This design comes from an exercise in tuning for a short achievable clock period and few clock cycles on the open sky130 flow, not from production work. The RTL of this run was laid out without a check of its function. Power is estimated from default activity; no workload was simulated.

$ cat design/flow/config.mk
export PLATFORM = sky130hd
export DESIGN_NAME = cpu_top
export DESIGN_NICKNAME = cpu_top
export VERILOG_FILES = /design/flow/design.v
export SDC_FILE = /design/flow/constraint.sdc
export NUM_CORES = 4
export LEC_CHECK = 0
export CAP_MARGIN = 20
export CORE_MARGIN = 2
export CORE_UTILIZATION = 50
export PLACE_DENSITY = 0.7
export SETUP_SLACK_MARGIN = 3.5
export SLEW_MARGIN = 20
$ cat design/flow/constraint.sdc
create_clock -name core_clock -period 7.5 [get_ports {Clock}]
set_input_delay 1.5000 -clock core_clock [delete_from_list [all_inputs] [get_ports {Clock}]]
set_output_delay 1.5000 -clock core_clock [all_outputs]
set_load 0.01 [all_outputs]
$ cat design/flow/design.v
module regn(R, Rin, Clock, Q);
	parameter n = 9;
	input wire [n-1:0] R;
	input wire Rin, Clock;
	output reg [n-1:0] Q;
	always @(posedge Clock)
		if (Rin)
			Q <= R;
endmodule
module dec3to8(W, En, Y);
	input wire [2:0] W;
	input wire En; 
	output reg [7:0] Y;
	always @(W or En) 
	begin
		if (En == 1)
			case (W)
				3'b111: Y = 8'b10000000;
				3'b110: Y = 8'b01000000;
				3'b101: Y = 8'b00100000;
				3'b100: Y = 8'b00010000;
				3'b011: Y = 8'b00001000;
				3'b010: Y = 8'b00000100;
				3'b001: Y = 8'b00000010;
				3'b000: Y = 8'b00000001; 
			endcase 
		else
			Y = 8'b00000000;
	 end
endmodule
module num_on_bits(num_in, one_hot);
	input wire [7:0] num_in;
	output wire [8:0] one_hot;
	wire [4:0] lo, hi;
	nib_count cl (.v(num_in[3:0]), .c(lo));
	nib_count ch (.v(num_in[7:4]), .c(hi));
	assign one_hot[0] = lo[0] & hi[0];
	assign one_hot[1] = (lo[1] & hi[0]) | (lo[0] & hi[1]);
	assign one_hot[2] = (lo[2] & hi[0]) | (lo[1] & hi[1]) | (lo[0] & hi[2]);
	assign one_hot[3] = (lo[3] & hi[0]) | (lo[2] & hi[1]) | (lo[1] & hi[2]) | (lo[0] & hi[3]);
	assign one_hot[4] = (lo[4] & hi[0]) | (lo[3] & hi[1]) | (lo[2] & hi[2]) | (lo[1] & hi[3]) | (lo[0] & hi[4]);
	assign one_hot[5] = (lo[4] & hi[1]) | (lo[3] & hi[2]) | (lo[2] & hi[3]) | (lo[1] & hi[4]);
	assign one_hot[6] = (lo[4] & hi[2]) | (lo[3] & hi[3]) | (lo[2] & hi[4]);
	assign one_hot[7] = (lo[4] & hi[3]) | (lo[3] & hi[4]);
	assign one_hot[8] = lo[4] & hi[4];
endmodule
module nib_count(v, c);
	input wire [3:0] v;
	output reg [4:0] c;
	always @*
		case (v)
			4'b0000: c = 5'b00001;
			4'b0001, 4'b0010, 4'b0100, 4'b1000: c = 5'b00010;
			4'b0011, 4'b0101, 4'b0110, 4'b1001, 4'b1010, 4'b1100: c = 5'b00100;
			4'b1111: c = 5'b10000;
			default: c = 5'b01000;
		endcase
endmodule
module ALU(a, b, sum, amb, bma, absd, lt, gt);
	input wire [7:0] a, b;
	output wire [7:0] sum, amb, bma, absd;
	output wire lt, gt;
	wire [7:0] Gs, Ps;
	ks_prefix8 u_s (.g(a & b), .p(a ^ b), .G(Gs), .P(Ps));
	assign sum = (a ^ b) ^ {Gs[6:0], 1'b0};
	wire [7:0] pd = ~(a ^ b);
	wire [7:0] Gd, Pd;
	ks_prefix8 u_d (.g(a & ~b), .p(pd), .G(Gd), .P(Pd));
	assign amb = pd ^ {Gd[6:0] | Pd[6:0], 1'b1};
	assign bma = ~(pd ^ {Gd[6:0], 1'b0});
	assign gt = Gd[7];
	assign lt = ~(Gd[7] | Pd[7]);
	assign absd = lt ? bma : amb;
endmodule
module ks_prefix8(g, p, G, P);
	input wire [7:0] g, p;
	output wire [7:0] G, P;
	wire [7:0] g1, p1, g2, p2;
	genvar i;
	generate
		for (i = 0; i < 8; i = i + 1) begin : l1
			if (i >= 1) begin
				assign g1[i] = g[i] | (p[i] & g[i-1]);
				assign p1[i] = p[i] & p[i-1];
			end else begin
				assign g1[i] = g[i];
				assign p1[i] = p[i];
			end
		end
		for (i = 0; i < 8; i = i + 1) begin : l2
			if (i >= 2) begin
				assign g2[i] = g1[i] | (p1[i] & g1[i-2]);
				assign p2[i] = p1[i] & p1[i-2];
			end else begin
				assign g2[i] = g1[i];
				assign p2[i] = p1[i];
			end
		end
		for (i = 0; i < 8; i = i + 1) begin : l3
			if (i >= 4) begin
				assign G[i] = g2[i] | (p2[i] & g2[i-4]);
				assign P[i] = p2[i] & p2[i-4];
			end else begin
				assign G[i] = g2[i];
				assign P[i] = p2[i];
			end
		end
	endgenerate
endmodule
module mux_10_to_1(DIN, R0, R1, R2, R3, R4, R5, R6, R7, G, sel, bus_out);
	input wire [8:0] DIN, R0, R1, R2, R3, R4, R5, R6, R7, G;
	input wire [9:0] sel;
	output wire [8:0] bus_out;
	parameter DIN_code = 10'b000000001, G_code = 10'b0000000010, R0_code = 10'b0000000100,
			  R1_code = 10'b0000001000, R2_code = 10'b0000010000, R3_code = 10'b0000100000,
			  R4_code = 10'b0001000000, R5_code = 10'b0010000000, R6_code = 10'b0100000000,
			  R7_code = 10'b1000000000;
	assign bus_out = (sel == DIN_code) ? DIN:
					 (sel == R0_code) ? R0:
					 (sel == R1_code) ? R1:
					 (sel == R2_code) ? R2:
					 (sel == R3_code) ? R3:
					 (sel == R4_code) ? R4:
					 (sel == R5_code) ? R5:
					 (sel == R6_code) ? R6:
					 (sel == R7_code) ? R7:
					 (sel == G_code) ? G:
					 DIN;  
endmodule
module cpu_top (DIN, Resetn, Clock, Run, Done, BusWires, debug_reg0, debug_reg1,
debug_reg2, debug_reg3, debug_reg4, debug_reg5, debug_reg6, debug_reg7);
	input wire [8:0] DIN;
	input wire Resetn, Clock, Run;
	output wire Done;
	output wire [8:0] BusWires;
	output wire [8:0] debug_reg0, debug_reg1;
	output wire [8:0] debug_reg2, debug_reg3, debug_reg4, debug_reg5, debug_reg6, debug_reg7;
	localparam MV = 3'b000, MVI = 3'b001, ADD = 3'b010, SUB = 3'b011, SLL = 3'b111, SRL = 3'b110;
	reg [8:0] R [0:7];
	reg       pend;      
	reg [2:0] pend_x;    
	wire [2:0] op = DIN[8:6];
	wire [2:0] X  = DIN[5:3];
	wire [2:0] Y  = DIN[2:0];
	wire [7:0] xd, yd;
	dec3to8 decX (X, 1'b1, xd);
	dec3to8 decY (Y, 1'b1, yd);
	wire [8:0] sh_oh [0:7];
	wire [24:0] V [0:63];
	genvar gi, gj;
	generate
		for (gi = 0; gi < 8; gi = gi + 1) begin : g_pop
			num_on_bits pc (.num_in(R[gi][7:0]), .one_hot(sh_oh[gi]));
		end
		for (gi = 0; gi < 8; gi = gi + 1) begin : g_x
			for (gj = 0; gj < 8; gj = gj + 1) begin : g_y
				if (gi < gj) begin : g_pair
					wire [7:0] sum, amb, bma, absd;
					wire lt, gt;
					ALU u (.a(R[gi][7:0]), .b(R[gj][7:0]), .sum(sum), .amb(amb), .bma(bma),
					       .absd(absd), .lt(lt), .gt(gt));
					assign V[gi*8+gj] = {lt, bma, absd, sum};
					assign V[gj*8+gi] = {gt, amb, absd, sum};
				end else if (gi == gj) begin : g_same
					assign V[gi*8+gj] = {1'b0, 8'b0, 8'b0, R[gi][6:0], 1'b0};
				end
			end
		end
	endgenerate
	reg [24:0] v;
	reg [8:0] a, b, oh;
	reg [24:0] vx;
	integer n, m;
	always @*
	begin
		v = 25'b0;
		a = 9'b0;
		b = 9'b0;
		oh = 9'b0;
		for (n = 0; n < 8; n = n + 1)
		begin
			vx = 25'b0;
			for (m = 0; m < 8; m = m + 1)
				vx = vx | ({25{yd[m]}} & V[n*8+m]);
			v = v | ({25{xd[n]}} & vx);
			a = a | ({9{xd[n]}} & R[n]);
			b = b | ({9{yd[n]}} & R[n]);
			oh = oh | ({9{yd[n]}} & sh_oh[n]);
		end
	end
	wire [7:0] v_sum  = v[7:0];
	wire [7:0] v_absd = v[15:8];
	wire [7:0] v_bma  = v[23:16];
	wire       v_lt   = v[24];
	reg [7:0] shl, shr;
	integer j, k;
	always @*
	begin
		shl = 8'b0;
		shr = 8'b0;
		for (j = 0; j < 8; j = j + 1)
			for (k = 0; k < 8; k = k + 1)
			begin
				if (k <= j)
					shl[j] = shl[j] | (a[j-k] & oh[k]);
				if (j + k < 8)
					shr[j] = shr[j] | (a[j+k] & oh[k]);
			end
	end
	wire sa = a[8];
	wire sb = b[8];
	wire is_add = (op == ADD);
	wire is_sub = (op == SUB);
	wire is_sll = (op == SLL);
	wire is_srl = (op == SRL);
	wire is_mv  = (op == MV);
	wire eq_s   = (sa == sb);
	wire use_sum  = (is_add & eq_s) | (is_sub & ~sa & sb);
	wire use_absd = (is_add & ~eq_s) | (is_sub & eq_s);
	wire use_bma  = is_sub & sa & ~sb;
	wire [7:0] mag = ({8{use_sum}} & v_sum) | ({8{use_absd}} & v_absd) | ({8{use_bma}} & v_bma)
	               | ({8{is_sll}} & shl) | ({8{is_srl}} & shr) | ({8{is_mv}} & b[7:0]);
	wire sgn_static = (is_mv & sb) | ((is_add | is_sub | is_sll | is_srl) & sa);
	wire sgn = use_absd ? (v_lt ^ (is_sub & sa)) : sgn_static;
	wire [8:0] alu_out = {sgn, mag};
	wire run_exec = Run & ~pend & (op != MVI);
	wire run_mvi  = Run & ~pend & (op == MVI);
	assign Done     = run_exec | pend;
	assign BusWires = pend ? DIN : alu_out;
	wire [2:0] wx = pend ? pend_x : X;
	integer i;
	always @(posedge Clock, negedge Resetn)
	begin
		if (!Resetn)
		begin
			pend <= 1'b0;
			pend_x <= 3'b0;
			for (i = 0; i < 8; i = i + 1)
				R[i] <= 9'b0;
		end
		else
		begin
			pend <= run_mvi;
			if (run_mvi)
				pend_x <= X;
			if (Done)
				R[wx] <= BusWires;
		end
	end
	assign debug_reg0 = R[0];
	assign debug_reg1 = R[1];
	assign debug_reg2 = R[2];
	assign debug_reg3 = R[3];
	assign debug_reg4 = R[4];
	assign debug_reg5 = R[5];
	assign debug_reg6 = R[6];
	assign debug_reg7 = R[7];
endmodule
$ cat design/flow/run.sh
#!/bin/bash
# synth_recipe.tcl (not shown) runs the flow's synth.tcl, then flattens the netlist and writes it again
# the make line also repeats each setting of config.mk as NAME=value (left out here)
make -C /OpenROAD-flow-scripts/flow DESIGN_CONFIG=/design/flow/config.mk WORK_HOME=/design/flow/orfs CLKGATE_MAP_FILE= SYNTH_SCRIPT=/design/flow/synth_recipe.tcl finish
==> qor.yml <==
run_status:
  status: "aborted with a tool error"
  failing_step: "global routing (5_1_grt)"
  error: "[ERROR GRT-0116] Global routing finished with congestion. Check the congestion regions in the DRC Viewer."
yosys:
  ys.flop_type: "dfrtp_1"
  synth_top_family_by_area: "compound AO/OA/AOI/OAI gates"
  synth.distinct_cells: 114
  synth_mux_area_frac: 0.0843
  yosys.area_share.simple: 0.224
  synth_xor_area_frac: 0.0981
  yosysWarnings: 5
  syn_nets: 7399
  ys_ff_latch: 76
  synth.yosys.seq_area_share: 0.0397
  synth_area_um2: 47900
  synth_compound_area_frac: 0.338
  synth_edf_count: 0
  synthAdderAreaFrac: 0.149
  synth.avg_cell_area_um2: 6.99
  ys_async_sr_fraction: 1.00
  netlist_instances: 6851
die:
  die_width_um: 313
  fp.dieH_um: 313
  ios: 94
  floorplan.initialDensity: 0.505
  num_rows: 113
clock_network:
  htreeDepth: 3
  numCtsBuffers: 9
  cts_root_buf: "clkbuf_16"
  clock_path_buffers: 2
  cts.sinks: 76
placement:
  postPlaceCellArea_um2: 54400
  dp_hpwl_mm: 322
  io_buffers: 93
  gp_congestion: 1.53
global_routing:
  grt-ovfl-total: 2803
  grt_pass1_vias: 76000
  grt_pass1_wl_mm: 665
  grt_use_total: 0.922
  grt_start_max_net_pins: 77
-- worst max path at each step --
stage,endpoint,cells past startpoint
CTS,BusWires[6],18
detailed placement,BusWires[6],14
global placement,BusWires[3],13
floorplan,BusWires[4],12
-- synthesized netlist by cell type, drive strengths merged (175+ instances only) --
master	n	area share
buf	212	0.022
a21oi	597	0.063
mux2i	253	0.053
nor3	175	0.018
xor2	191	0.035
ha	480	0.13
nor2	512	0.040
o22ai	220	0.029
inv	260	0.020
clkbuf	308	0.024
nand2	475	0.037
o21ai	423	0.044
xnor2	345	0.063
-- metal layers --
metal,overflow,global-route usage
met3,164,0.840
met4,790,0.900
met1,191,0.909
met2,1627,1.03
met5,31,0.692
-- power groups by stage --
stage	logic, mW	registers (mW)	clock network (mW)
2_1_floorplan	22.2	1.26	0
3_3_place_gp	43.0	1.18	0
3_5_place_dp	43.2	1.18	0
4_1_cts	47.2	1.10	0.440
-- through the flow --
step           instances  setup slack, ps
2_1_floorplan       6851             2040
3_3_place_gp        8382            -88.4
3_5_place_dp        8382            -94.6
4_1_cts             8621             1250
-- cell families after synthesis --
group           after synthesis
flops                        76
xor+xnor                    536
fa+ha+maj                   536
buf+inv                     794
compound gates             2425
mux                         369
simple gates               2115
-- what timing repair did --
| action | in CTS |
|---|---|
| endpoints found under the setup margin | 82 |
| buffers inserted | 215 |
| pin swaps | 123 |
| hold buffers | 0 |
| cloned | 8 |
| gates resized for setup | 697 |
